This design comes from an exercise in tuning for small area and a short achievable clock period on the open sky130 flow, not from production work.
For this run, only the layout was checked, not whether the RTL still works.
Power and IR drop assume default switching activity.

`flow/flow/run.sh`:
```
#!/bin/bash
# Standard layout, with a plain buffer (buf_2) on every input and output port,
# a clock tree of clkbuf_8 cells and no dummy clock loads.
set -euo pipefail
bash standard.sh "BUFFER_PORTS_ARGS=-buffer_cell sky130_fd_sc_hd__buf_2" \
  "CTS_ARGS=-sink_clustering_enable -repair_clock_nets -dont_use_dummy_load -buf_list sky130_fd_sc_hd__clkbuf_8" \
  finish > make_finish.log 2>&1
```
`flow/standard.sh`:
```
#!/bin/bash
# synth_recipe.tcl (not shown) runs the flow's synth.tcl, then flattens the netlist and writes it again
# the make line also repeats each setting of config.mk as NAME=value (left out here)
make -C /OpenROAD-flow-scripts/flow DESIGN_CONFIG=/design/flow/config.mk WORK_HOME=/design/flow/orfs CLKGATE_MAP_FILE= SYNTH_SCRIPT=/design/flow/synth_recipe.tcl "${@:-finish}"
```
`flow/config.mk`:
```
export PLATFORM = sky130hd
export DESIGN_NAME = fp_multiplier
export DESIGN_NICKNAME = fp_multiplier
export VERILOG_FILES = /design/flow/design.v
export SDC_FILE = /design/flow/constraint.sdc
export NUM_CORES = 4
export LEC_CHECK = 0
export CAP_MARGIN = 20
export CORE_MARGIN = 2
export CORE_UTILIZATION = 40
export SETUP_SLACK_MARGIN = 4.8
export SLEW_MARGIN = 20
export SYNTH_HIERARCHICAL = 1
```
`flow/constraint.sdc`:
```
create_clock -name core_clock -period 8.0 [get_ports {clk}]
set_input_delay 1.6000 -clock core_clock [delete_from_list [all_inputs] [get_ports {clk}]]
set_output_delay 1.6000 -clock core_clock [all_outputs]
set_load 0.01 [all_outputs]
```
`flow/design.v`:
```
module fp_multiplier (
    input         sign,
    input         clk,
    input         rst,
    input  [16:0] a,
    input  [16:0] b,
    output [17:0] out,
    output        overflow,
    output        underflow
);
  wire [17:0] xa = {sign & a[16], a};
  wire [17:0] yb = {sign & b[16], b};
  wire [8:0] neg_d, one_d, two_d;
  wire [18:0] ybz = {yb, 1'b0};
  genvar gi;
  generate for (gi = 0; gi < 9; gi = gi + 1) begin : benc
    wire y2 = ybz[2*gi+2], y1 = ybz[2*gi+1], y0 = ybz[2*gi];
    assign neg_d[gi] = y2 & ~(y1 & y0);
    assign one_d[gi] = y1 ^ y0;
    assign two_d[gi] = (y2 & ~y1 & ~y0) | (~y2 & y1 & y0);
  end endgenerate
  reg [17:0] xr;
  reg [8:0] negr, oner, twor;
  reg s1;
  always @(posedge clk) begin
    xr <= xa; negr <= neg_d; oner <= one_d; twor <= two_d; s1 <= sign;
  end
  wire [4:0] r8sel = one_d[8] ? xa[4:0] : two_d[8] ? {xa[3:0], 1'b0} : 5'd0;
  wire [5:0] r8sum = {1'b0, r8sel ^ {5{neg_d[8]}}} + neg_d[8];
  reg [5:0] r8r;
  always @(posedge clk) r8r <= r8sum;
  wire lz_d = (1'b1 & ~|yb[11:0]) | (~|xa[0:0] & ~|yb[10:0]) | (~|xa[1:0] & ~|yb[9:0]) | (~|xa[2:0] & ~|yb[8:0]) | (~|xa[3:0] & ~|yb[7:0]) | (~|xa[4:0] & ~|yb[6:0]) | (~|xa[5:0] & ~|yb[5:0]) | (~|xa[6:0] & ~|yb[4:0]) | (~|xa[7:0] & ~|yb[3:0]) | (~|xa[8:0] & ~|yb[2:0]) | (~|xa[9:0] & ~|yb[1:0]) | (~|xa[10:0] & ~|yb[0:0]) | (~|xa[11:0] & 1'b1);
  reg lz1;
  always @(posedge clk) lz1 <= lz_d;
  wire pp1, pp2, pp3, pp4, pp5, pp6, pp7, pp8, pp9, pp10, pp11, pp12;
  wire pp13, pp14, pp15, pp16, pp17, pp18, pp19, pp20, pp21, pp22, pp23, pp24;
  wire pp25, pp26, pp27, pp28, pp29, pp30, pp31, pp32, pp33, pp34, pp35, pp36;
  wire pp37, pp38, pp39, pp40, pp41, pp42, pp43, pp44, pp45, pp46, pp47, pp48;
  wire pp49, pp50, pp51, pp52, pp53, pp54, pp55, pp56, pp57, pp58, pp59, pp60;
  wire pp61, pp62, pp63, pp64, pp65, pp66, pp67, pp68, pp69, pp70, pp71, pp72;
  wire pp73, pp74, pp75, pp76, pp77, pp78, pp79, pp80, pp81, pp82, pp83, pp84;
  wire pp85, pp86, pp87, pp88, pp89, pp90, pp91, pp92, pp93, pp94, pp95, pp96;
  wire pp97, pp98, pp99, pp100, pp101, pp102, pp103, pp104, pp105, pp106, pp107, pp108;
  wire pp109, pp110, pp111, pp112, pp113, pp114, pp115, pp116, pp117, pp118, pp119, pp120;
  wire pp121, pp122, pp123, pp124, pp125, pp126, pp127, pp128, pp129, pp130, pp131, pp132;
  wire pp133, pp134, pp135, pp136, pp137, pp138, pp139, pp140, pp141, pp142, pp143, pp144;
  wire pp145, pp146, pp147, pp148, pp149, pp150, pp151, pp152, pp153, pp154, pp155, pp156;
  wire pp157, pp158, pp159, pp160, pp161, pp162, pp163, pp164, pp165, pp166, s167, c168;
  wire s169, c170, s171, c172, s173, c174, s175, c176, s177, c178, s179, c180;
  wire s181, c182, s183, c184, s185, c186, s187, c188, s189, c190, s191, c192;
  wire s193, c194, s195, c196, s197, c198, s199, c200, s201, c202, s203, c204;
  wire s205, c206, s207, c208, s209, c210, s211, c212, s213, c214, s215, c216;
  wire s217, c218, s219, c220, s221, c222, s223, c224, s225, c226, s227, c228;
  wire s229, c230, s231, c232, s233, c234, s235, c236, s237, s238, c239, s240;
  wire c241, s242, c243, s244, c245, s246, c247, s248, c249, s250, c251, s252;
  wire c253, s254, c255, s256, c257, s258, c259, s260, c261, s262, c263, s264;
  wire c265, s266, c267, s268, c269, s270, c271, s272, c273, s274, c275, s276;
  wire c277, s278, c279, s280, c281, s282, c283, s284, c285, s286, c287, s288;
  wire c289, s290, c291, s292, c293, s294, c295, s296, c297, s298, c299, s300;
  wire c301, s302, c303, s304, c305, s306, c307, s308, c309, s310, c311, s312;
  wire c313, s314, c315, s316, c317, s318, c319, s320, c321, s322, c323, s324;
  wire s325, c326, s327, c328, s329, c330, s331, c332, s333, c334, s335, c336;
  wire s337, c338, s339, c340, s341, c342, s343, c344, s345, c346, s347, c348;
  wire s349, c350, s351, c352, s353, c354, s355, c356, s357, c358, s359, c360;
  wire s361, c362, s363, c364, s365, c366, s367, c368, s369, c370, s371, c372;
  wire s373, c374, s375, c376, s377, c378, s379, s380, c381, s382, c383, s384;
  wire c385, s386, c387, s388, c389, s390, c391, s392, c393, s394, c395, s396;
  wire c397, s398, c399, s400, c401, s402, c403, s404, c405, s406, c407, s408;
  wire c409, s410, c411, s412, c413, s414, c415, s416, c417, s418, c419, s420;
  wire c421, s422, c423, s424, c425, s426, c427, s428, c429, s430, c431, s432;
  wire c433, s434, c435, s436, c437, s438, c439, s440, c441, s442, lg443, lp444;
  wire lg445, lp446, lg447, lp448, lg449, lp450, lg451, lp452, lg453, lp454, lg455, lp456;
  wire lg457, lp458, lg459, lp460, lg461, lp462, lg463, lp464, lg465, lp466, lG467, lP468;
  wire lG469, lP470, lG471, lP472, lG473, lP474, lG475, lP476, lG477, lP478, lG479, lP480;
  wire lG481, lP482, lG483, lP484, lG485, lP486, lG487, lP488, lG489, lP490, lG491, lP492;
  wire lG493, lP494, lG495, lP496, lG497, lP498, lG499, lP500, lG501, lP502, lG503, lP504;
  wire lG505, lP506, hg507, hp508, hg509, hp510, hg511, hp512, hg513, hp514, hg515, hp516;
  wire hg517, hp518, hg519, hp520, hg521, hp522, hg523, hp524, hg525, hp526, hg527, hp528;
  wire hg529, hp530, hg531, hp532, hg533, hp534, hg535, hp536, hg537, hp538, hg539, hp540;
  wire hg541, hp542, hg543, hp544, hg545, hp546, hg547, hp548, hg549, hp550, hg551, hp552;
  wire hG553, hP554, hG555, hP556, hG557, hP558, hG559, hP560, hG561, hP562, hG563, hP564;
  wire hG565, hP566, hG567, hP568, hG569, hP570, hG571, hP572, hG573, hP574, hG575, hP576;
  wire hG577, hP578, hG579, hP580, hG581, hP582, hG583, hP584, hG585, hP586, hG587, hP588;
  wire hG589, hP590, hG591, hP592, hG593, hP594, hG595, hP596, hG597, hP598, hG599, hP600;
  wire hG601, hP602, hG603, hP604, hG605, hP606, hG607, hP608, hG609, hP610, hG611, hP612;
  wire hG613, hP614, hG615, hP616, hG617, hP618, hG619, hP620, hG621, hP622, hG623, hP624;
  wire hG625, hP626, hG627, hP628, hG629, hP630, hG631, hP632, hG633, hP634, hG635, hP636;
  wire hG637, hP638, hG639, hP640, hG641, hP642, hG643, hP644, hG645, hP646, hG647, hP648;
  assign pp1 = ((oner[0] & xr[0])) ^ negr[0];
  assign pp2 = ((oner[0] & xr[1]) | (twor[0] & xr[0])) ^ negr[0];
  assign pp3 = ((oner[0] & xr[2]) | (twor[0] & xr[1])) ^ negr[0];
  assign pp4 = ((oner[0] & xr[3]) | (twor[0] & xr[2])) ^ negr[0];
  assign pp5 = ((oner[0] & xr[4]) | (twor[0] & xr[3])) ^ negr[0];
  assign pp6 = ((oner[0] & xr[5]) | (twor[0] & xr[4])) ^ negr[0];
  assign pp7 = ((oner[0] & xr[6]) | (twor[0] & xr[5])) ^ negr[0];
  assign pp8 = ((oner[0] & xr[7]) | (twor[0] & xr[6])) ^ negr[0];
  assign pp9 = ((oner[0] & xr[8]) | (twor[0] & xr[7])) ^ negr[0];
  assign pp10 = ((oner[0] & xr[9]) | (twor[0] & xr[8])) ^ negr[0];
  assign pp11 = ((oner[0] & xr[10]) | (twor[0] & xr[9])) ^ negr[0];
  assign pp12 = ((oner[0] & xr[11]) | (twor[0] & xr[10])) ^ negr[0];
  assign pp13 = ((oner[0] & xr[12]) | (twor[0] & xr[11])) ^ negr[0];
  assign pp14 = ((oner[0] & xr[13]) | (twor[0] & xr[12])) ^ negr[0];
  assign pp15 = ((oner[0] & xr[14]) | (twor[0] & xr[13])) ^ negr[0];
  assign pp16 = ((oner[0] & xr[15]) | (twor[0] & xr[14])) ^ negr[0];
  assign pp17 = ((oner[0] & xr[16]) | (twor[0] & xr[15])) ^ negr[0];
  assign pp18 = ((oner[0] & xr[17]) | (twor[0] & xr[16])) ^ negr[0];
  assign pp19 = ((oner[0] & xr[17]) | (twor[0] & xr[17])) ^ negr[0];
  assign pp20 = ~pp19;
  assign pp21 = ((oner[1] & xr[0])) ^ negr[1];
  assign pp22 = ((oner[1] & xr[1]) | (twor[1] & xr[0])) ^ negr[1];
  assign pp23 = ((oner[1] & xr[2]) | (twor[1] & xr[1])) ^ negr[1];
  assign pp24 = ((oner[1] & xr[3]) | (twor[1] & xr[2])) ^ negr[1];
  assign pp25 = ((oner[1] & xr[4]) | (twor[1] & xr[3])) ^ negr[1];
  assign pp26 = ((oner[1] & xr[5]) | (twor[1] & xr[4])) ^ negr[1];
  assign pp27 = ((oner[1] & xr[6]) | (twor[1] & xr[5])) ^ negr[1];
  assign pp28 = ((oner[1] & xr[7]) | (twor[1] & xr[6])) ^ negr[1];
  assign pp29 = ((oner[1] & xr[8]) | (twor[1] & xr[7])) ^ negr[1];
  assign pp30 = ((oner[1] & xr[9]) | (twor[1] & xr[8])) ^ negr[1];
  assign pp31 = ((oner[1] & xr[10]) | (twor[1] & xr[9])) ^ negr[1];
  assign pp32 = ((oner[1] & xr[11]) | (twor[1] & xr[10])) ^ negr[1];
  assign pp33 = ((oner[1] & xr[12]) | (twor[1] & xr[11])) ^ negr[1];
  assign pp34 = ((oner[1] & xr[13]) | (twor[1] & xr[12])) ^ negr[1];
  assign pp35 = ((oner[1] & xr[14]) | (twor[1] & xr[13])) ^ negr[1];
  assign pp36 = ((oner[1] & xr[15]) | (twor[1] & xr[14])) ^ negr[1];
  assign pp37 = ((oner[1] & xr[16]) | (twor[1] & xr[15])) ^ negr[1];
  assign pp38 = ((oner[1] & xr[17]) | (twor[1] & xr[16])) ^ negr[1];
  assign pp39 = ~(((oner[1] & xr[17]) | (twor[1] & xr[17])) ^ negr[1]);
  assign pp40 = ((oner[2] & xr[0])) ^ negr[2];
  assign pp41 = ((oner[2] & xr[1]) | (twor[2] & xr[0])) ^ negr[2];
  assign pp42 = ((oner[2] & xr[2]) | (twor[2] & xr[1])) ^ negr[2];
  assign pp43 = ((oner[2] & xr[3]) | (twor[2] & xr[2])) ^ negr[2];
  assign pp44 = ((oner[2] & xr[4]) | (twor[2] & xr[3])) ^ negr[2];
  assign pp45 = ((oner[2] & xr[5]) | (twor[2] & xr[4])) ^ negr[2];
  assign pp46 = ((oner[2] & xr[6]) | (twor[2] & xr[5])) ^ negr[2];
  assign pp47 = ((oner[2] & xr[7]) | (twor[2] & xr[6])) ^ negr[2];
  assign pp48 = ((oner[2] & xr[8]) | (twor[2] & xr[7])) ^ negr[2];
  assign pp49 = ((oner[2] & xr[9]) | (twor[2] & xr[8])) ^ negr[2];
  assign pp50 = ((oner[2] & xr[10]) | (twor[2] & xr[9])) ^ negr[2];
  assign pp51 = ((oner[2] & xr[11]) | (twor[2] & xr[10])) ^ negr[2];
  assign pp52 = ((oner[2] & xr[12]) | (twor[2] & xr[11])) ^ negr[2];
  assign pp53 = ((oner[2] & xr[13]) | (twor[2] & xr[12])) ^ negr[2];
  assign pp54 = ((oner[2] & xr[14]) | (twor[2] & xr[13])) ^ negr[2];
  assign pp55 = ((oner[2] & xr[15]) | (twor[2] & xr[14])) ^ negr[2];
  assign pp56 = ((oner[2] & xr[16]) | (twor[2] & xr[15])) ^ negr[2];
  assign pp57 = ((oner[2] & xr[17]) | (twor[2] & xr[16])) ^ negr[2];
  assign pp58 = ~(((oner[2] & xr[17]) | (twor[2] & xr[17])) ^ negr[2]);
  assign pp59 = ((oner[3] & xr[0])) ^ negr[3];
  assign pp60 = ((oner[3] & xr[1]) | (twor[3] & xr[0])) ^ negr[3];
  assign pp61 = ((oner[3] & xr[2]) | (twor[3] & xr[1])) ^ negr[3];
  assign pp62 = ((oner[3] & xr[3]) | (twor[3] & xr[2])) ^ negr[3];
  assign pp63 = ((oner[3] & xr[4]) | (twor[3] & xr[3])) ^ negr[3];
  assign pp64 = ((oner[3] & xr[5]) | (twor[3] & xr[4])) ^ negr[3];
  assign pp65 = ((oner[3] & xr[6]) | (twor[3] & xr[5])) ^ negr[3];
  assign pp66 = ((oner[3] & xr[7]) | (twor[3] & xr[6])) ^ negr[3];
  assign pp67 = ((oner[3] & xr[8]) | (twor[3] & xr[7])) ^ negr[3];
  assign pp68 = ((oner[3] & xr[9]) | (twor[3] & xr[8])) ^ negr[3];
  assign pp69 = ((oner[3] & xr[10]) | (twor[3] & xr[9])) ^ negr[3];
  assign pp70 = ((oner[3] & xr[11]) | (twor[3] & xr[10])) ^ negr[3];
  assign pp71 = ((oner[3] & xr[12]) | (twor[3] & xr[11])) ^ negr[3];
  assign pp72 = ((oner[3] & xr[13]) | (twor[3] & xr[12])) ^ negr[3];
  assign pp73 = ((oner[3] & xr[14]) | (twor[3] & xr[13])) ^ negr[3];
  assign pp74 = ((oner[3] & xr[15]) | (twor[3] & xr[14])) ^ negr[3];
  assign pp75 = ((oner[3] & xr[16]) | (twor[3] & xr[15])) ^ negr[3];
  assign pp76 = ((oner[3] & xr[17]) | (twor[3] & xr[16])) ^ negr[3];
  assign pp77 = ~(((oner[3] & xr[17]) | (twor[3] & xr[17])) ^ negr[3]);
  assign pp78 = ((oner[4] & xr[0])) ^ negr[4];
  assign pp79 = ((oner[4] & xr[1]) | (twor[4] & xr[0])) ^ negr[4];
  assign pp80 = ((oner[4] & xr[2]) | (twor[4] & xr[1])) ^ negr[4];
  assign pp81 = ((oner[4] & xr[3]) | (twor[4] & xr[2])) ^ negr[4];
  assign pp82 = ((oner[4] & xr[4]) | (twor[4] & xr[3])) ^ negr[4];
  assign pp83 = ((oner[4] & xr[5]) | (twor[4] & xr[4])) ^ negr[4];
  assign pp84 = ((oner[4] & xr[6]) | (twor[4] & xr[5])) ^ negr[4];
  assign pp85 = ((oner[4] & xr[7]) | (twor[4] & xr[6])) ^ negr[4];
  assign pp86 = ((oner[4] & xr[8]) | (twor[4] & xr[7])) ^ negr[4];
  assign pp87 = ((oner[4] & xr[9]) | (twor[4] & xr[8])) ^ negr[4];
  assign pp88 = ((oner[4] & xr[10]) | (twor[4] & xr[9])) ^ negr[4];
  assign pp89 = ((oner[4] & xr[11]) | (twor[4] & xr[10])) ^ negr[4];
  assign pp90 = ((oner[4] & xr[12]) | (twor[4] & xr[11])) ^ negr[4];
  assign pp91 = ((oner[4] & xr[13]) | (twor[4] & xr[12])) ^ negr[4];
  assign pp92 = ((oner[4] & xr[14]) | (twor[4] & xr[13])) ^ negr[4];
  assign pp93 = ((oner[4] & xr[15]) | (twor[4] & xr[14])) ^ negr[4];
  assign pp94 = ((oner[4] & xr[16]) | (twor[4] & xr[15])) ^ negr[4];
  assign pp95 = ((oner[4] & xr[17]) | (twor[4] & xr[16])) ^ negr[4];
  assign pp96 = ~(((oner[4] & xr[17]) | (twor[4] & xr[17])) ^ negr[4]);
  assign pp97 = ((oner[5] & xr[0])) ^ negr[5];
  assign pp98 = ((oner[5] & xr[1]) | (twor[5] & xr[0])) ^ negr[5];
  assign pp99 = ((oner[5] & xr[2]) | (twor[5] & xr[1])) ^ negr[5];
  assign pp100 = ((oner[5] & xr[3]) | (twor[5] & xr[2])) ^ negr[5];
  assign pp101 = ((oner[5] & xr[4]) | (twor[5] & xr[3])) ^ negr[5];
  assign pp102 = ((oner[5] & xr[5]) | (twor[5] & xr[4])) ^ negr[5];
  assign pp103 = ((oner[5] & xr[6]) | (twor[5] & xr[5])) ^ negr[5];
  assign pp104 = ((oner[5] & xr[7]) | (twor[5] & xr[6])) ^ negr[5];
  assign pp105 = ((oner[5] & xr[8]) | (twor[5] & xr[7])) ^ negr[5];
  assign pp106 = ((oner[5] & xr[9]) | (twor[5] & xr[8])) ^ negr[5];
  assign pp107 = ((oner[5] & xr[10]) | (twor[5] & xr[9])) ^ negr[5];
  assign pp108 = ((oner[5] & xr[11]) | (twor[5] & xr[10])) ^ negr[5];
  assign pp109 = ((oner[5] & xr[12]) | (twor[5] & xr[11])) ^ negr[5];
  assign pp110 = ((oner[5] & xr[13]) | (twor[5] & xr[12])) ^ negr[5];
  assign pp111 = ((oner[5] & xr[14]) | (twor[5] & xr[13])) ^ negr[5];
  assign pp112 = ((oner[5] & xr[15]) | (twor[5] & xr[14])) ^ negr[5];
  assign pp113 = ((oner[5] & xr[16]) | (twor[5] & xr[15])) ^ negr[5];
  assign pp114 = ((oner[5] & xr[17]) | (twor[5] & xr[16])) ^ negr[5];
  assign pp115 = ~(((oner[5] & xr[17]) | (twor[5] & xr[17])) ^ negr[5]);
  assign pp116 = ((oner[6] & xr[0])) ^ negr[6];
  assign pp117 = ((oner[6] & xr[1]) | (twor[6] & xr[0])) ^ negr[6];
  assign pp118 = ((oner[6] & xr[2]) | (twor[6] & xr[1])) ^ negr[6];
  assign pp119 = ((oner[6] & xr[3]) | (twor[6] & xr[2])) ^ negr[6];
  assign pp120 = ((oner[6] & xr[4]) | (twor[6] & xr[3])) ^ negr[6];
  assign pp121 = ((oner[6] & xr[5]) | (twor[6] & xr[4])) ^ negr[6];
  assign pp122 = ((oner[6] & xr[6]) | (twor[6] & xr[5])) ^ negr[6];
  assign pp123 = ((oner[6] & xr[7]) | (twor[6] & xr[6])) ^ negr[6];
  assign pp124 = ((oner[6] & xr[8]) | (twor[6] & xr[7])) ^ negr[6];
  assign pp125 = ((oner[6] & xr[9]) | (twor[6] & xr[8])) ^ negr[6];
  assign pp126 = ((oner[6] & xr[10]) | (twor[6] & xr[9])) ^ negr[6];
  assign pp127 = ((oner[6] & xr[11]) | (twor[6] & xr[10])) ^ negr[6];
  assign pp128 = ((oner[6] & xr[12]) | (twor[6] & xr[11])) ^ negr[6];
  assign pp129 = ((oner[6] & xr[13]) | (twor[6] & xr[12])) ^ negr[6];
  assign pp130 = ((oner[6] & xr[14]) | (twor[6] & xr[13])) ^ negr[6];
  assign pp131 = ((oner[6] & xr[15]) | (twor[6] & xr[14])) ^ negr[6];
  assign pp132 = ((oner[6] & xr[16]) | (twor[6] & xr[15])) ^ negr[6];
  assign pp133 = ((oner[6] & xr[17]) | (twor[6] & xr[16])) ^ negr[6];
  assign pp134 = ~(((oner[6] & xr[17]) | (twor[6] & xr[17])) ^ negr[6]);
  assign pp135 = ((oner[7] & xr[0])) ^ negr[7];
  assign pp136 = ((oner[7] & xr[1]) | (twor[7] & xr[0])) ^ negr[7];
  assign pp137 = ((oner[7] & xr[2]) | (twor[7] & xr[1])) ^ negr[7];
  assign pp138 = ((oner[7] & xr[3]) | (twor[7] & xr[2])) ^ negr[7];
  assign pp139 = ((oner[7] & xr[4]) | (twor[7] & xr[3])) ^ negr[7];
  assign pp140 = ((oner[7] & xr[5]) | (twor[7] & xr[4])) ^ negr[7];
  assign pp141 = ((oner[7] & xr[6]) | (twor[7] & xr[5])) ^ negr[7];
  assign pp142 = ((oner[7] & xr[7]) | (twor[7] & xr[6])) ^ negr[7];
  assign pp143 = ((oner[7] & xr[8]) | (twor[7] & xr[7])) ^ negr[7];
  assign pp144 = ((oner[7] & xr[9]) | (twor[7] & xr[8])) ^ negr[7];
  assign pp145 = ((oner[7] & xr[10]) | (twor[7] & xr[9])) ^ negr[7];
  assign pp146 = ((oner[7] & xr[11]) | (twor[7] & xr[10])) ^ negr[7];
  assign pp147 = ((oner[7] & xr[12]) | (twor[7] & xr[11])) ^ negr[7];
  assign pp148 = ((oner[7] & xr[13]) | (twor[7] & xr[12])) ^ negr[7];
  assign pp149 = ((oner[7] & xr[14]) | (twor[7] & xr[13])) ^ negr[7];
  assign pp150 = ((oner[7] & xr[15]) | (twor[7] & xr[14])) ^ negr[7];
  assign pp151 = ((oner[7] & xr[16]) | (twor[7] & xr[15])) ^ negr[7];
  assign pp152 = ((oner[7] & xr[17]) | (twor[7] & xr[16])) ^ negr[7];
  assign pp153 = ~(((oner[7] & xr[17]) | (twor[7] & xr[17])) ^ negr[7]);
  assign pp154 = ((oner[8] & xr[5]) | (twor[8] & xr[4])) ^ negr[8];
  assign pp155 = ((oner[8] & xr[6]) | (twor[8] & xr[5])) ^ negr[8];
  assign pp156 = ((oner[8] & xr[7]) | (twor[8] & xr[6])) ^ negr[8];
  assign pp157 = ((oner[8] & xr[8]) | (twor[8] & xr[7])) ^ negr[8];
  assign pp158 = ((oner[8] & xr[9]) | (twor[8] & xr[8])) ^ negr[8];
  assign pp159 = ((oner[8] & xr[10]) | (twor[8] & xr[9])) ^ negr[8];
  assign pp160 = ((oner[8] & xr[11]) | (twor[8] & xr[10])) ^ negr[8];
  assign pp161 = ((oner[8] & xr[12]) | (twor[8] & xr[11])) ^ negr[8];
  assign pp162 = ((oner[8] & xr[13]) | (twor[8] & xr[12])) ^ negr[8];
  assign pp163 = ((oner[8] & xr[14]) | (twor[8] & xr[13])) ^ negr[8];
  assign pp164 = ((oner[8] & xr[15]) | (twor[8] & xr[14])) ^ negr[8];
  assign pp165 = ((oner[8] & xr[16]) | (twor[8] & xr[15])) ^ negr[8];
  assign pp166 = ((oner[8] & xr[17]) | (twor[8] & xr[16])) ^ negr[8];
  fp_ha u_s167 (.a(negr[5]), .b(pp11), .s(s167), .co(c168));
  fp_ha u_s169 (.a(pp12), .b(pp30), .s(s169), .co(c170));
  fp_fa u_s171 (.a(negr[6]), .b(pp13), .c(pp31), .s(s171), .co(c172));
  fp_ha u_s173 (.a(pp48), .b(pp65), .s(s173), .co(c174));
  fp_fa u_s175 (.a(pp14), .b(pp32), .c(pp49), .s(s175), .co(c176));
  fp_ha u_s177 (.a(pp66), .b(pp83), .s(s177), .co(c178));
  fp_fa u_s179 (.a(negr[7]), .b(pp15), .c(pp33), .s(s179), .co(c180));
  fp_fa u_s181 (.a(pp50), .b(pp67), .c(pp84), .s(s181), .co(c182));
  fp_ha u_s183 (.a(pp101), .b(pp118), .s(s183), .co(c184));
  fp_fa u_s185 (.a(pp16), .b(pp34), .c(pp51), .s(s185), .co(c186));
  fp_fa u_s187 (.a(pp68), .b(pp85), .c(pp102), .s(s187), .co(c188));
  fp_ha u_s189 (.a(pp119), .b(pp136), .s(s189), .co(c190));
  fp_fa u_s191 (.a(r8r[0]), .b(pp17), .c(pp35), .s(s191), .co(c192));
  fp_fa u_s193 (.a(pp52), .b(pp69), .c(pp86), .s(s193), .co(c194));
  fp_fa u_s195 (.a(pp103), .b(pp120), .c(pp137), .s(s195), .co(c196));
  fp_fa u_s197 (.a(r8r[1]), .b(pp18), .c(pp36), .s(s197), .co(c198));
  fp_fa u_s199 (.a(pp53), .b(pp70), .c(pp87), .s(s199), .co(c200));
  fp_fa u_s201 (.a(pp104), .b(pp121), .c(pp138), .s(s201), .co(c202));
  fp_fa u_s203 (.a(r8r[2]), .b(pp19), .c(pp37), .s(s203), .co(c204));
  fp_fa u_s205 (.a(pp54), .b(pp71), .c(pp88), .s(s205), .co(c206));
  fp_fa u_s207 (.a(pp105), .b(pp122), .c(pp139), .s(s207), .co(c208));
  fp_fa u_s209 (.a(r8r[3]), .b(pp19), .c(pp38), .s(s209), .co(c210));
  fp_fa u_s211 (.a(pp55), .b(pp72), .c(pp89), .s(s211), .co(c212));
  fp_fa u_s213 (.a(pp106), .b(pp123), .c(pp140), .s(s213), .co(c214));
  fp_fa u_s215 (.a(r8r[4]), .b(pp39), .c(pp56), .s(s215), .co(c216));
  fp_fa u_s217 (.a(pp73), .b(pp90), .c(pp107), .s(s217), .co(c218));
  fp_fa u_s219 (.a(pp124), .b(pp141), .c(pp20), .s(s219), .co(c220));
  assign s221 = ~(r8r[5] ^ pp57);
  assign c222 = r8r[5] | pp57;
  fp_fa u_s223 (.a(pp74), .b(pp91), .c(pp108), .s(s223), .co(c224));
  fp_fa u_s225 (.a(pp125), .b(pp142), .c(pp154), .s(s225), .co(c226));
  fp_fa u_s227 (.a(pp58), .b(pp75), .c(pp92), .s(s227), .co(c228));
  fp_fa u_s229 (.a(pp109), .b(pp126), .c(pp143), .s(s229), .co(c230));
  assign s231 = ~(pp76 ^ pp93);
  assign c232 = pp76 | pp93;
  fp_ha u_s233 (.a(pp110), .b(pp127), .s(s233), .co(c234));
  fp_fa u_s235 (.a(pp77), .b(pp94), .c(pp111), .s(s235), .co(c236));
  assign s237 = ~pp95;
  fp_ha u_s238 (.a(negr[3]), .b(pp7), .s(s238), .co(c239));
  fp_ha u_s240 (.a(pp8), .b(pp26), .s(s240), .co(c241));
  fp_fa u_s242 (.a(negr[4]), .b(pp9), .c(pp27), .s(s242), .co(c243));
  fp_ha u_s244 (.a(pp44), .b(pp61), .s(s244), .co(c245));
  fp_fa u_s246 (.a(pp10), .b(pp28), .c(pp45), .s(s246), .co(c247));
  fp_ha u_s248 (.a(pp62), .b(pp79), .s(s248), .co(c249));
  fp_fa u_s250 (.a(pp29), .b(pp46), .c(pp63), .s(s250), .co(c251));
  fp_fa u_s252 (.a(pp80), .b(pp97), .c(s167), .s(s252), .co(c253));
  fp_fa u_s254 (.a(pp47), .b(pp64), .c(pp81), .s(s254), .co(c255));
  fp_fa u_s256 (.a(pp98), .b(c168), .c(s169), .s(s256), .co(c257));
  fp_fa u_s258 (.a(pp82), .b(pp99), .c(pp116), .s(s258), .co(c259));
  fp_fa u_s260 (.a(c170), .b(s173), .c(s171), .s(s260), .co(c261));
  fp_fa u_s262 (.a(pp100), .b(pp117), .c(c174), .s(s262), .co(c263));
  fp_fa u_s264 (.a(s177), .b(c172), .c(s175), .s(s264), .co(c265));
  fp_fa u_s266 (.a(pp135), .b(c178), .c(s183), .s(s266), .co(c267));
  fp_fa u_s268 (.a(c176), .b(s179), .c(s181), .s(s268), .co(c269));
  fp_fa u_s270 (.a(c184), .b(s189), .c(c180), .s(s270), .co(c271));
  fp_fa u_s272 (.a(c182), .b(s185), .c(s187), .s(s272), .co(c273));
  fp_fa u_s274 (.a(c190), .b(c186), .c(c188), .s(s274), .co(c275));
  fp_fa u_s276 (.a(s191), .b(s193), .c(s195), .s(s276), .co(c277));
  fp_fa u_s278 (.a(c192), .b(c194), .c(c196), .s(s278), .co(c279));
  fp_fa u_s280 (.a(s197), .b(s199), .c(s201), .s(s280), .co(c281));
  fp_fa u_s282 (.a(c198), .b(c200), .c(c202), .s(s282), .co(c283));
  fp_fa u_s284 (.a(s203), .b(s205), .c(s207), .s(s284), .co(c285));
  fp_fa u_s286 (.a(c204), .b(c206), .c(c208), .s(s286), .co(c287));
  fp_fa u_s288 (.a(s209), .b(s211), .c(s213), .s(s288), .co(c289));
  fp_fa u_s290 (.a(c210), .b(c212), .c(c214), .s(s290), .co(c291));
  fp_fa u_s292 (.a(s215), .b(s217), .c(s219), .s(s292), .co(c293));
  fp_fa u_s294 (.a(s221), .b(c216), .c(c218), .s(s294), .co(c295));
  fp_fa u_s296 (.a(c220), .b(s223), .c(s225), .s(s296), .co(c297));
  fp_fa u_s298 (.a(pp155), .b(c222), .c(c224), .s(s298), .co(c299));
  fp_fa u_s300 (.a(c226), .b(s227), .c(s229), .s(s300), .co(c301));
  fp_fa u_s302 (.a(pp144), .b(pp156), .c(s231), .s(s302), .co(c303));
  fp_fa u_s304 (.a(s233), .b(c228), .c(c230), .s(s304), .co(c305));
  fp_fa u_s306 (.a(pp128), .b(pp145), .c(pp157), .s(s306), .co(c307));
  fp_fa u_s308 (.a(c232), .b(c234), .c(s235), .s(s308), .co(c309));
  fp_fa u_s310 (.a(pp112), .b(pp129), .c(pp146), .s(s310), .co(c311));
  fp_fa u_s312 (.a(pp158), .b(s237), .c(c236), .s(s312), .co(c313));
  fp_fa u_s314 (.a(pp95), .b(pp96), .c(pp113), .s(s314), .co(c315));
  fp_fa u_s316 (.a(pp130), .b(pp147), .c(pp159), .s(s316), .co(c317));
  assign s318 = ~(pp114 ^ pp131);
  assign c319 = pp114 | pp131;
  fp_ha u_s320 (.a(pp148), .b(pp160), .s(s320), .co(c321));
  fp_fa u_s322 (.a(pp115), .b(pp132), .c(pp149), .s(s322), .co(c323));
  assign s324 = ~pp133;
  fp_ha u_s325 (.a(negr[2]), .b(pp5), .s(s325), .co(c326));
  fp_ha u_s327 (.a(pp6), .b(pp24), .s(s327), .co(c328));
  fp_fa u_s329 (.a(pp25), .b(pp42), .c(pp59), .s(s329), .co(c330));
  fp_fa u_s331 (.a(pp43), .b(pp60), .c(c239), .s(s331), .co(c332));
  fp_fa u_s333 (.a(pp78), .b(c241), .c(s244), .s(s333), .co(c334));
  fp_fa u_s335 (.a(c245), .b(s248), .c(c243), .s(s335), .co(c336));
  fp_fa u_s337 (.a(c249), .b(c247), .c(s250), .s(s337), .co(c338));
  fp_fa u_s339 (.a(c251), .b(s254), .c(c253), .s(s339), .co(c340));
  fp_fa u_s341 (.a(c255), .b(s258), .c(c257), .s(s341), .co(c342));
  fp_fa u_s343 (.a(c259), .b(s262), .c(c261), .s(s343), .co(c344));
  fp_fa u_s345 (.a(c263), .b(s266), .c(c265), .s(s345), .co(c346));
  fp_fa u_s347 (.a(c267), .b(c269), .c(s270), .s(s347), .co(c348));
  fp_fa u_s349 (.a(c271), .b(c273), .c(s274), .s(s349), .co(c350));
  fp_fa u_s351 (.a(c275), .b(c277), .c(s278), .s(s351), .co(c352));
  fp_fa u_s353 (.a(c279), .b(c281), .c(s282), .s(s353), .co(c354));
  fp_fa u_s355 (.a(c283), .b(c285), .c(s286), .s(s355), .co(c356));
  fp_fa u_s357 (.a(c287), .b(c289), .c(s290), .s(s357), .co(c358));
  fp_fa u_s359 (.a(c291), .b(s294), .c(c293), .s(s359), .co(c360));
  fp_fa u_s361 (.a(c295), .b(c297), .c(s298), .s(s361), .co(c362));
  fp_fa u_s363 (.a(s302), .b(c299), .c(c301), .s(s363), .co(c364));
  fp_fa u_s365 (.a(s306), .b(c303), .c(c305), .s(s365), .co(c366));
  fp_fa u_s367 (.a(c307), .b(s310), .c(c309), .s(s367), .co(c368));
  fp_fa u_s369 (.a(c311), .b(s314), .c(s316), .s(s369), .co(c370));
  fp_fa u_s371 (.a(s318), .b(s320), .c(c315), .s(s371), .co(c372));
  fp_fa u_s373 (.a(pp161), .b(c319), .c(c321), .s(s373), .co(c374));
  fp_fa u_s375 (.a(pp150), .b(pp162), .c(s324), .s(s375), .co(c376));
  fp_fa u_s377 (.a(pp133), .b(pp134), .c(pp151), .s(s377), .co(c378));
  assign s379 = ~pp152;
  fp_ha u_s380 (.a(negr[1]), .b(pp3), .s(s380), .co(c381));
  fp_ha u_s382 (.a(pp4), .b(pp22), .s(s382), .co(c383));
  fp_fa u_s384 (.a(pp23), .b(pp40), .c(s325), .s(s384), .co(c385));
  fp_fa u_s386 (.a(pp41), .b(c326), .c(s327), .s(s386), .co(c387));
  fp_fa u_s388 (.a(c328), .b(s238), .c(s329), .s(s388), .co(c389));
  fp_fa u_s390 (.a(s240), .b(c330), .c(s331), .s(s390), .co(c391));
  fp_fa u_s392 (.a(s242), .b(c332), .c(s333), .s(s392), .co(c393));
  fp_fa u_s394 (.a(s246), .b(c334), .c(s335), .s(s394), .co(c395));
  fp_fa u_s396 (.a(s252), .b(c336), .c(s337), .s(s396), .co(c397));
  fp_fa u_s398 (.a(s256), .b(c338), .c(s339), .s(s398), .co(c399));
  fp_fa u_s400 (.a(s260), .b(c340), .c(s341), .s(s400), .co(c401));
  fp_fa u_s402 (.a(s264), .b(c342), .c(s343), .s(s402), .co(c403));
  fp_fa u_s404 (.a(s268), .b(c344), .c(s345), .s(s404), .co(c405));
  fp_fa u_s406 (.a(s272), .b(c346), .c(s347), .s(s406), .co(c407));
  fp_fa u_s408 (.a(s276), .b(c348), .c(s349), .s(s408), .co(c409));
  fp_fa u_s410 (.a(s280), .b(c350), .c(s351), .s(s410), .co(c411));
  fp_fa u_s412 (.a(s284), .b(c352), .c(s353), .s(s412), .co(c413));
  fp_fa u_s414 (.a(s288), .b(c354), .c(s355), .s(s414), .co(c415));
  fp_fa u_s416 (.a(s292), .b(c356), .c(s357), .s(s416), .co(c417));
  fp_fa u_s418 (.a(s296), .b(c358), .c(s359), .s(s418), .co(c419));
  fp_fa u_s420 (.a(s300), .b(c360), .c(s361), .s(s420), .co(c421));
  fp_fa u_s422 (.a(s304), .b(c362), .c(s363), .s(s422), .co(c423));
  fp_fa u_s424 (.a(s308), .b(s365), .c(c364), .s(s424), .co(c425));
  fp_fa u_s426 (.a(s312), .b(c366), .c(s367), .s(s426), .co(c427));
  fp_fa u_s428 (.a(c313), .b(s369), .c(c368), .s(s428), .co(c429));
  fp_fa u_s430 (.a(c317), .b(c370), .c(s371), .s(s430), .co(c431));
  fp_fa u_s432 (.a(s322), .b(s373), .c(c372), .s(s432), .co(c433));
  fp_fa u_s434 (.a(c323), .b(s375), .c(c374), .s(s434), .co(c435));
  fp_fa u_s436 (.a(pp163), .b(c376), .c(s377), .s(s436), .co(c437));
  fp_fa u_s438 (.a(pp164), .b(s379), .c(c378), .s(s438), .co(c439));
  fp_fa u_s440 (.a(pp152), .b(pp153), .c(pp165), .s(s440), .co(c441));
  assign s442 = ~pp166;
  assign lg443 = (negr[0] & pp1);
  assign lp444 = (negr[0] ^ pp1);
  assign lg445 = (pp2 & 1'b0);
  assign lp446 = (pp2 ^ 1'b0);
  assign lg447 = (s380 & pp21);
  assign lp448 = (s380 ^ pp21);
  assign lg449 = (c381 & s382);
  assign lp450 = (c381 ^ s382);
  assign lg451 = (c383 & s384);
  assign lp452 = (c383 ^ s384);
  assign lg453 = (c385 & s386);
  assign lp454 = (c385 ^ s386);
  assign lg455 = (c387 & s388);
  assign lp456 = (c387 ^ s388);
  assign lg457 = (c389 & s390);
  assign lp458 = (c389 ^ s390);
  assign lg459 = (c391 & s392);
  assign lp460 = (c391 ^ s392);
  assign lg461 = (c393 & s394);
  assign lp462 = (c393 ^ s394);
  assign lg463 = (c395 & s396);
  assign lp464 = (c395 ^ s396);
  assign lg465 = (c397 & s398);
  assign lp466 = (c397 ^ s398);
  assign lG467 = lg445 | (lp446 & lg443);
  assign lP468 = lp446 & lp444;
  assign lG469 = lg449 | (lp450 & lg447);
  assign lP470 = lp450 & lp448;
  assign lG471 = lg453 | (lp454 & lg451);
  assign lP472 = lp454 & lp452;
  assign lG473 = lg457 | (lp458 & lg455);
  assign lP474 = lp458 & lp456;
  assign lG475 = lg461 | (lp462 & lg459);
  assign lP476 = lp462 & lp460;
  assign lG477 = lg465 | (lp466 & lg463);
  assign lP478 = lp466 & lp464;
  assign lG479 = lg447 | (lp448 & lG467);
  assign lP480 = lp448 & lP468;
  assign lG481 = lG469 | (lP470 & lG467);
  assign lP482 = lP470 & lP468;
  assign lG483 = lg455 | (lp456 & lG471);
  assign lP484 = lp456 & lP472;
  assign lG485 = lG473 | (lP474 & lG471);
  assign lP486 = lP474 & lP472;
  assign lG487 = lg463 | (lp464 & lG475);
  assign lP488 = lp464 & lP476;
  assign lG489 = lG477 | (lP478 & lG475);
  assign lP490 = lP478 & lP476;
  assign lG491 = lg451 | (lp452 & lG481);
  assign lP492 = lp452 & lP482;
  assign lG493 = lG471 | (lP472 & lG481);
  assign lP494 = lP472 & lP482;
  assign lG495 = lG483 | (lP484 & lG481);
  assign lP496 = lP484 & lP482;
  assign lG497 = lG485 | (lP486 & lG481);
  assign lP498 = lP486 & lP482;
  assign lG499 = lg459 | (lp460 & lG497);
  assign lP500 = lp460 & lP498;
  assign lG501 = lG475 | (lP476 & lG497);
  assign lP502 = lP476 & lP498;
  assign lG503 = lG487 | (lP488 & lG497);
  assign lP504 = lP488 & lP498;
  assign lG505 = lG489 | (lP490 & lG497);
  assign lP506 = lP490 & lP498;
  wire ck_w = lG505;
  wire [11:0] lot = {lp466, lp464, lp462, lp460, lp458, lp456, lp454, lp452, lp450, lp448, lp446, lp444};
  wire [21:0] ha_w = {c441, c439, c437, c435, c433, c431, c429, c427, c425, c423, c421, c419, c417, c415, c413, c411, c409, c407, c405, c403, c401, c399};
  wire [21:0] hb_w = {s442, s440, s438, s436, s434, s432, s430, s428, s426, s424, s422, s420, s418, s416, s414, s412, s410, s408, s406, s404, s402, s400};
  reg [21:0] ra;
  reg [21:0] rb;
  reg lor, land, ck, s2, rst_d;
  always @(posedge clk) begin
    ra <= ha_w; rb <= hb_w; s2 <= s1; rst_d <= rst;
    lor <= ~lz1; land <= &lot; ck <= ck_w;
  end
  assign hg507 = (ck & ck);
  assign hp508 = (ck ^ ck);
  assign hg509 = (ra[0] & rb[0]);
  assign hp510 = (ra[0] ^ rb[0]);
  assign hg511 = (ra[1] & rb[1]);
  assign hp512 = (ra[1] ^ rb[1]);
  assign hg513 = (ra[2] & rb[2]);
  assign hp514 = (ra[2] ^ rb[2]);
  assign hg515 = (ra[3] & rb[3]);
  assign hp516 = (ra[3] ^ rb[3]);
  assign hg517 = (ra[4] & rb[4]);
  assign hp518 = (ra[4] ^ rb[4]);
  assign hg519 = (ra[5] & rb[5]);
  assign hp520 = (ra[5] ^ rb[5]);
  assign hg521 = (ra[6] & rb[6]);
  assign hp522 = (ra[6] ^ rb[6]);
  assign hg523 = (ra[7] & rb[7]);
  assign hp524 = (ra[7] ^ rb[7]);
  assign hg525 = (ra[8] & rb[8]);
  assign hp526 = (ra[8] ^ rb[8]);
  assign hg527 = (ra[9] & rb[9]);
  assign hp528 = (ra[9] ^ rb[9]);
  assign hg529 = (ra[10] & rb[10]);
  assign hp530 = (ra[10] ^ rb[10]);
  assign hg531 = (ra[11] & rb[11]);
  assign hp532 = (ra[11] ^ rb[11]);
  assign hg533 = (ra[12] & rb[12]);
  assign hp534 = (ra[12] ^ rb[12]);
  assign hg535 = (ra[13] & rb[13]);
  assign hp536 = (ra[13] ^ rb[13]);
  assign hg537 = (ra[14] & rb[14]);
  assign hp538 = (ra[14] ^ rb[14]);
  assign hg539 = (ra[15] & rb[15]);
  assign hp540 = (ra[15] ^ rb[15]);
  assign hg541 = (ra[16] & rb[16]);
  assign hp542 = (ra[16] ^ rb[16]);
  assign hg543 = (ra[17] & rb[17]);
  assign hp544 = (ra[17] ^ rb[17]);
  assign hg545 = (ra[18] & rb[18]);
  assign hp546 = (ra[18] ^ rb[18]);
  assign hg547 = (ra[19] & rb[19]);
  assign hp548 = (ra[19] ^ rb[19]);
  assign hg549 = (ra[20] & rb[20]);
  assign hp550 = (ra[20] ^ rb[20]);
  assign hg551 = (ra[21] & rb[21]);
  assign hp552 = (ra[21] ^ rb[21]);
  assign hG553 = hg509 | (hp510 & hg507);
  assign hP554 = hp510 & hp508;
  assign hG555 = hg513 | (hp514 & hg511);
  assign hP556 = hp514 & hp512;
  assign hG557 = hg517 | (hp518 & hg515);
  assign hP558 = hp518 & hp516;
  assign hG559 = hg521 | (hp522 & hg519);
  assign hP560 = hp522 & hp520;
  assign hG561 = hg525 | (hp526 & hg523);
  assign hP562 = hp526 & hp524;
  assign hG563 = hg529 | (hp530 & hg527);
  assign hP564 = hp530 & hp528;
  assign hG565 = hg533 | (hp534 & hg531);
  assign hP566 = hp534 & hp532;
  assign hG567 = hg537 | (hp538 & hg535);
  assign hP568 = hp538 & hp536;
  assign hG569 = hg541 | (hp542 & hg539);
  assign hP570 = hp542 & hp540;
  assign hG571 = hg545 | (hp546 & hg543);
  assign hP572 = hp546 & hp544;
  assign hG573 = hg549 | (hp550 & hg547);
  assign hP574 = hp550 & hp548;
  assign hG575 = hg511 | (hp512 & hG553);
  assign hP576 = hp512 & hP554;
  assign hG577 = hG555 | (hP556 & hG553);
  assign hP578 = hP556 & hP554;
  assign hG579 = hg519 | (hp520 & hG557);
  assign hP580 = hp520 & hP558;
  assign hG581 = hG559 | (hP560 & hG557);
  assign hP582 = hP560 & hP558;
  assign hG583 = hg527 | (hp528 & hG561);
  assign hP584 = hp528 & hP562;
  assign hG585 = hG563 | (hP564 & hG561);
  assign hP586 = hP564 & hP562;
  assign hG587 = hg535 | (hp536 & hG565);
  assign hP588 = hp536 & hP566;
  assign hG589 = hG567 | (hP568 & hG565);
  assign hP590 = hP568 & hP566;
  assign hG591 = hg543 | (hp544 & hG569);
  assign hP592 = hp544 & hP570;
  assign hG593 = hG571 | (hP572 & hG569);
  assign hP594 = hP572 & hP570;
  assign hG595 = hg551 | (hp552 & hG573);
  assign hP596 = hp552 & hP574;
  assign hG597 = hg515 | (hp516 & hG577);
  assign hP598 = hp516 & hP578;
  assign hG599 = hG557 | (hP558 & hG577);
  assign hP600 = hP558 & hP578;
  assign hG601 = hG579 | (hP580 & hG577);
  assign hP602 = hP580 & hP578;
  assign hG603 = hG581 | (hP582 & hG577);
  assign hP604 = hP582 & hP578;
  assign hG605 = hg531 | (hp532 & hG585);
  assign hP606 = hp532 & hP586;
  assign hG607 = hG565 | (hP566 & hG585);
  assign hP608 = hP566 & hP586;
  assign hG609 = hG587 | (hP588 & hG585);
  assign hP610 = hP588 & hP586;
  assign hG611 = hG589 | (hP590 & hG585);
  assign hP612 = hP590 & hP586;
  assign hG613 = hg547 | (hp548 & hG593);
  assign hP614 = hp548 & hP594;
  assign hG615 = hG573 | (hP574 & hG593);
  assign hP616 = hP574 & hP594;
  assign hG617 = hG595 | (hP596 & hG593);
  assign hP618 = hP596 & hP594;
  assign hG619 = hg523 | (hp524 & hG603);
  assign hP620 = hp524 & hP604;
  assign hG621 = hG561 | (hP562 & hG603);
  assign hP622 = hP562 & hP604;
  assign hG623 = hG583 | (hP584 & hG603);
  assign hP624 = hP584 & hP604;
  assign hG625 = hG585 | (hP586 & hG603);
  assign hP626 = hP586 & hP604;
  assign hG627 = hG605 | (hP606 & hG603);
  assign hP628 = hP606 & hP604;
  assign hG629 = hG607 | (hP608 & hG603);
  assign hP630 = hP608 & hP604;
  assign hG631 = hG609 | (hP610 & hG603);
  assign hP632 = hP610 & hP604;
  assign hG633 = hG611 | (hP612 & hG603);
  assign hP634 = hP612 & hP604;
  assign hG635 = hg539 | (hp540 & hG633);
  assign hP636 = hp540 & hP634;
  assign hG637 = hG569 | (hP570 & hG633);
  assign hP638 = hP570 & hP634;
  assign hG639 = hG591 | (hP592 & hG633);
  assign hP640 = hP592 & hP634;
  assign hG641 = hG593 | (hP594 & hG633);
  assign hP642 = hP594 & hP634;
  assign hG643 = hG613 | (hP614 & hG633);
  assign hP644 = hP614 & hP634;
  assign hG645 = hG615 | (hP616 & hG633);
  assign hP646 = hP616 & hP634;
  assign hG647 = hG617 | (hP618 & hG633);
  assign hP648 = hP618 & hP634;
  wire [33:12] ph = {(hp552 ^ hG645), (hp550 ^ hG643), (hp548 ^ hG641), (hp546 ^ hG639), (hp544 ^ hG637), (hp542 ^ hG635), (hp540 ^ hG633), (hp538 ^ hG631), (hp536 ^ hG629), (hp534 ^ hG627), (hp532 ^ hG625), (hp530 ^ hG623), (hp528 ^ hG621), (hp526 ^ hG619), (hp524 ^ hG603), (hp522 ^ hG601), (hp520 ^ hG599), (hp518 ^ hG597), (hp516 ^ hG577), (hp514 ^ hG575), (hp512 ^ hG553), (hp510 ^ hg507)};
  wire neg = s2 & ph[33];
  wire ovf_w = neg ? ~&ph[33:25] : |ph[33:24];
  wire unf_w = neg ? ~(&ph[15:12] & land) : (|ph[15:12] | lor);
  wire clr = rst | rst_d;
  reg [17:0] out_r;
  reg overflow_r, underflow_r;
  always @(posedge clk) begin
    out_r       <= clr ? 18'd0 : ph[31:14];
    overflow_r  <= clr ? 1'b0 : ovf_w;
    underflow_r <= clr ? 1'b0 : unf_w;
  end
  assign overflow = overflow_r;
  assign underflow = underflow_r;
  assign out = out_r;
endmodule
module fp_fa (input a, input b, input c, output s, output co);
  assign s = a ^ b ^ c;
  assign co = (a & b) | (c & (a ^ b));
endmodule
module fp_ha (input a, input b, output s, output co);
  assign s = a ^ b;
  assign co = a & b;
endmodule
```
==> results.sh <==
export IMPL_clock_skew_ns=0.02890
export IMPL_core_um2=24960
export IMPL_insertion_delay_ns=0.45
export IMPL_final_cells=1329
export IMPL_ys_warn_count=7
export IMPL_dp_cells=1272
export IMPL_clock_power_share_pct=10.8
export IMPL_cellLeakagePower_nw=4.355
export IMPL_rsz0062_at_grt="yes"
export IMPL_clockBufferDepth=2
export IMPL_root_buffer="clkbuf_8"
export IMPL_start_util_pct=40.30
export IMPL_yosysSeqAreaShare_pct=24.28
export IMPL_cp_slowest_cell="fa_1"
export IMPL_die_area_um2=26430
export IMPL_power_switching_w=0.001637
export IMPL_overflow=0
export IMPL_drc=0
export IMPL_gp_congestion=0.8795
export IMPL_netlist_area_um2=10060
export IMPL_critPathRequiredTime_ns=8.30
export IMPL_internal_power_w=0.002117
export IMPL_cts_tree="done"
export IMPL_io_pins=57
export IMPL_finalSetupTns_ns=0
export IMPL_crit_path_max_fanout=6
export IMPL_drt_vias_per_instance=5.453
export IMPL_grt_pass1_wl_um=39670
export IMPL_synth_top_area_cell="dfxtp_1"
export IMPL_final_period_utilization_pct=40.07
export IMPL_mostFrequentLayoutCell="xnor2_1"
export IMPL_die_w_um=162.6
export IMPL_ant_nets=0
export IMPL_synth_seq_cells=122
export IMPL_powerDensity_nw_per_um2=333.7
export IMPL_cts_sinks=122
export IMPL_cp_cell_sequence="a22oi_2 -> xnor2_1 -> ha_1 -> fa_2 -> fa_1 -> fa_1 -> ha_4 -> and4_1 -> a221oi_2 -> o21ai_1"
export IMPL_path_buf_inv=0
export IMPL_crit_type="flop to flop"
export IMPL_hpwl_um=18110
export IMPL_syn_avg_cell_area_um2=10.35
export IMPL_area_delta_synth_final_pct=11.83
export IMPL_drt_iter0_markers=655
export IMPL_cpMostUsedCell="fa_1"
export IMPL_final_cell_mix="xnor2_1 (163), a22oi_1 (143), fa_1 (118)"
export IMPL_combPwrFrac_pct=64.5
export IMPL_regArea_um2=2547
export IMPL_syn_inst=972
export IMPL_pwr_share_seq_pct=24.7
export IMPL_wirelength_um=25160
export IMPL_maxSlewViolCount=0
export IMPL_slew_headroom_pct=49.09
export IMPL_finalNetCount=1218
export IMPL_crit_family="adder cells"
export IMPL_synth_cell_types=49
export IMPL_numPortBuffers=56
export IMPL_die_h_um=162.6
export IMPL_first_pass_iters=6
export IMPL_wl_per_cell_um=18.93
export IMPL_dr_wl_met3_um=2150
export IMPL_num_rows=58
export IMPL_wl_met1_um=11980
export IMPL_vias=7247
export IMPL_antenna_found_initial=0
export IMPL_htree_levels=4
export IMPL_clk_pin_slew_ns=0.08
export IMPL_crit_path_end_kind="flop"
export IMPL_cap_violations=0
export IMPL_drive_gt1_share_pct=18.62
export IMPL_outcome="finished clean"
export IMPL_swShare_pct=43.61
export IMPL_start_kind="flop"
export IMPL_reg2reg_slack_ns=4.79
export IMPL_grt_pass1_vias=7110
export IMPL_period_minus_slack_ns=3.206
export IMPL_routed_wl_met2_um=10610
export IMPL_routed_top_layer="met4"
export IMPL_fillers=2392
export IMPL_num_antenna_cells=0
export IMPL_hold_path_class="flop to flop"
export IMPL_multi_input_area_um2=7303
export IMPL_final_hold_viol_count=0
export IMPL_tightestPinTransition_ns=0.7627
export IMPL_ir_drop_uv=130.0
export IMPL_track_usage_pct=19.52
export IMPL_setup_viol=0
export IMPL_synth_top_area_share_pct=24.28
export IMPL_cts_inserted_buffers=17
export IMPL_grt_max_degree=21
export IMPL_fmax_mhz=311.9
export IMPL_cp_slowest_stage_delay_ns=0.57
export IMPL_synth_fp_nets=1189
export IMPL_cp_arrival_ns=3.51
export IMPL_yosys_top_cells_area="dfxtp_1 (24%), fa_1 (24%), xnor2_1 (14%)"
[Yosys stat by module (local to each module, per instance)]
module,flops+latches,times used
fp_multiplier,122,1
fp_ha,0,16
fp_fa,0,117
[flip-flops by register name (all words and copies together) (netlist names), 6 cells and up]
signal / flops
ra: 22
rb: 22
out_r: 18
xr: 18
negr: 9
oner: 9
twor: 9
r8r: 6
[timing repair]
action | 4_1_cts | 5_1_grt
setup buffers | 25 | 15
hold buffers | 0 | 0
pin swaps | 4 | 9
resized for setup | 71 | 21
endpoints found under the setup margin | 30 | 5
cloned | 0 | 0
[routing by layer]
metal	global-route usage, %	vias to the layer above
li1	-	3412
met1	28.23	3495
met2	28.39	315
met3	5.348	25
met4	5.994	0
met5	0	-
[area by class of cell]
cell class	count	area share (%)
multi-input combinational	737	64.92
sequential	122	22.64
timing repair buffer	104	6.051
tap	330	3.670
clock buffer	17	2.080
inverter	19	0.6340
[Yosys cell counts, drive strengths merged]
cell / count
and2: 8
a31o: 2
nor3: 7
nand4: 7
a31oi: 3
ha: 58
xor2: 18
mux2: 1
buf: 20
and4: 1
a211oi: 10
o221ai: 1
nor4: 5
clkbuf: 74
nand3b: 7
o21bai: 2
dfxtp: 122
nor2b: 9
o211ai: 4
nor4b: 2
mux2i: 1
nand2b: 7
fa: 122
or3: 5
o22ai: 2
a21o: 10
a2111o: 1
a21boi: 1
nand2: 28
o21ai: 30
xnor2: 165
a21oi: 20
or2: 3
a211o: 1
nor2: 33
o211a: 1
o32a: 1
a22oi: 148
inv: 19
and3: 2
nand3: 7
a2111oi: 2
a221oi: 2
[power groups by stage]
stage / registers, W / clock network (W) / logic [W]
global placement: 0.000956 / 0 / 0.00224
detailed placement: 0.000959 / 0 / 0.00227
finish: 0.000929 / 0.000404 / 0.00242
floorplan: 0.000885 / 0 / 0.00177
global route: 0.000946 / 0.000442 / 0.00276
CTS: 0.000933 / 0.000417 / 0.00239
[cells by family (layout without fill, tap and decap cells)]
group	count (synthesis)	count (layout)	synth area share, %
multiplexers	2	2	0.2114
buffers and inverters	113	140	4.291
AO/OA/AOI/OAI	241	241	17.18
flip-flops	122	122	24.28
AND/OR/NAND/NOR	131	131	6.617
adder cells (fa/ha/maj)	180	180	31.49
XOR/XNOR	183	183	15.93
[through the flow]
stage,power (W),hold WS [ns],area (um^2),setup WS (ns),util [%]
3_3_place_gp,0.003195,0.3758,10450,4.226,41.87
5_1_grt,0.004147,0.3872,11250,4.671,45.06
4_1_cts,0.003736,0.3756,11050,4.787,44.25
6_report,0.003754,0.3957,11250,4.794,45.06
2_1_floorplan,0.002654,0.3096,10110,4.673,-
3_5_place_dp,0.003229,0.3737,10450,4.128,41.87
[final timing paths]
kind                                 startpoint    endpoint  cells past startpoint
worst max register to register  twor[0]$_DFF_P_  ck$_DFF_P_                     10
worst max-delay path            twor[0]$_DFF_P_  ck$_DFF_P_                     10
worst min-delay path                 s1$_DFF_P_  s2$_DFF_P_                      0
worst min register to register       s1$_DFF_P_  s2$_DFF_P_                      0

## port drivers added, routing unchanged
The flow's constraints put no driver on any port. The routed layout listed below was extracted and timed again, unchanged, in two steps. Step 1 assumes that a clkbuf_16 drives the clock port and a buf_2 every other input. Step 2 times the ports against the registers' clock, not the clock port: input delays grow and output delays shrink by t, the midpoint of the rising clock arrivals with the driver on. a / b / c = no drivers / after step 1 / after step 2; a / b = the first two.
shift t [ns]: 0.473
setup slack, ns: 4.794 / 4.794 / 4.725
worst hold slack (ns): 0.396 / 0.396 / 0.396
After both steps setup and hold are still met in this run. The setup slack of this run moves by 0.000 ns with the drivers and by -0.069 ns with both steps.
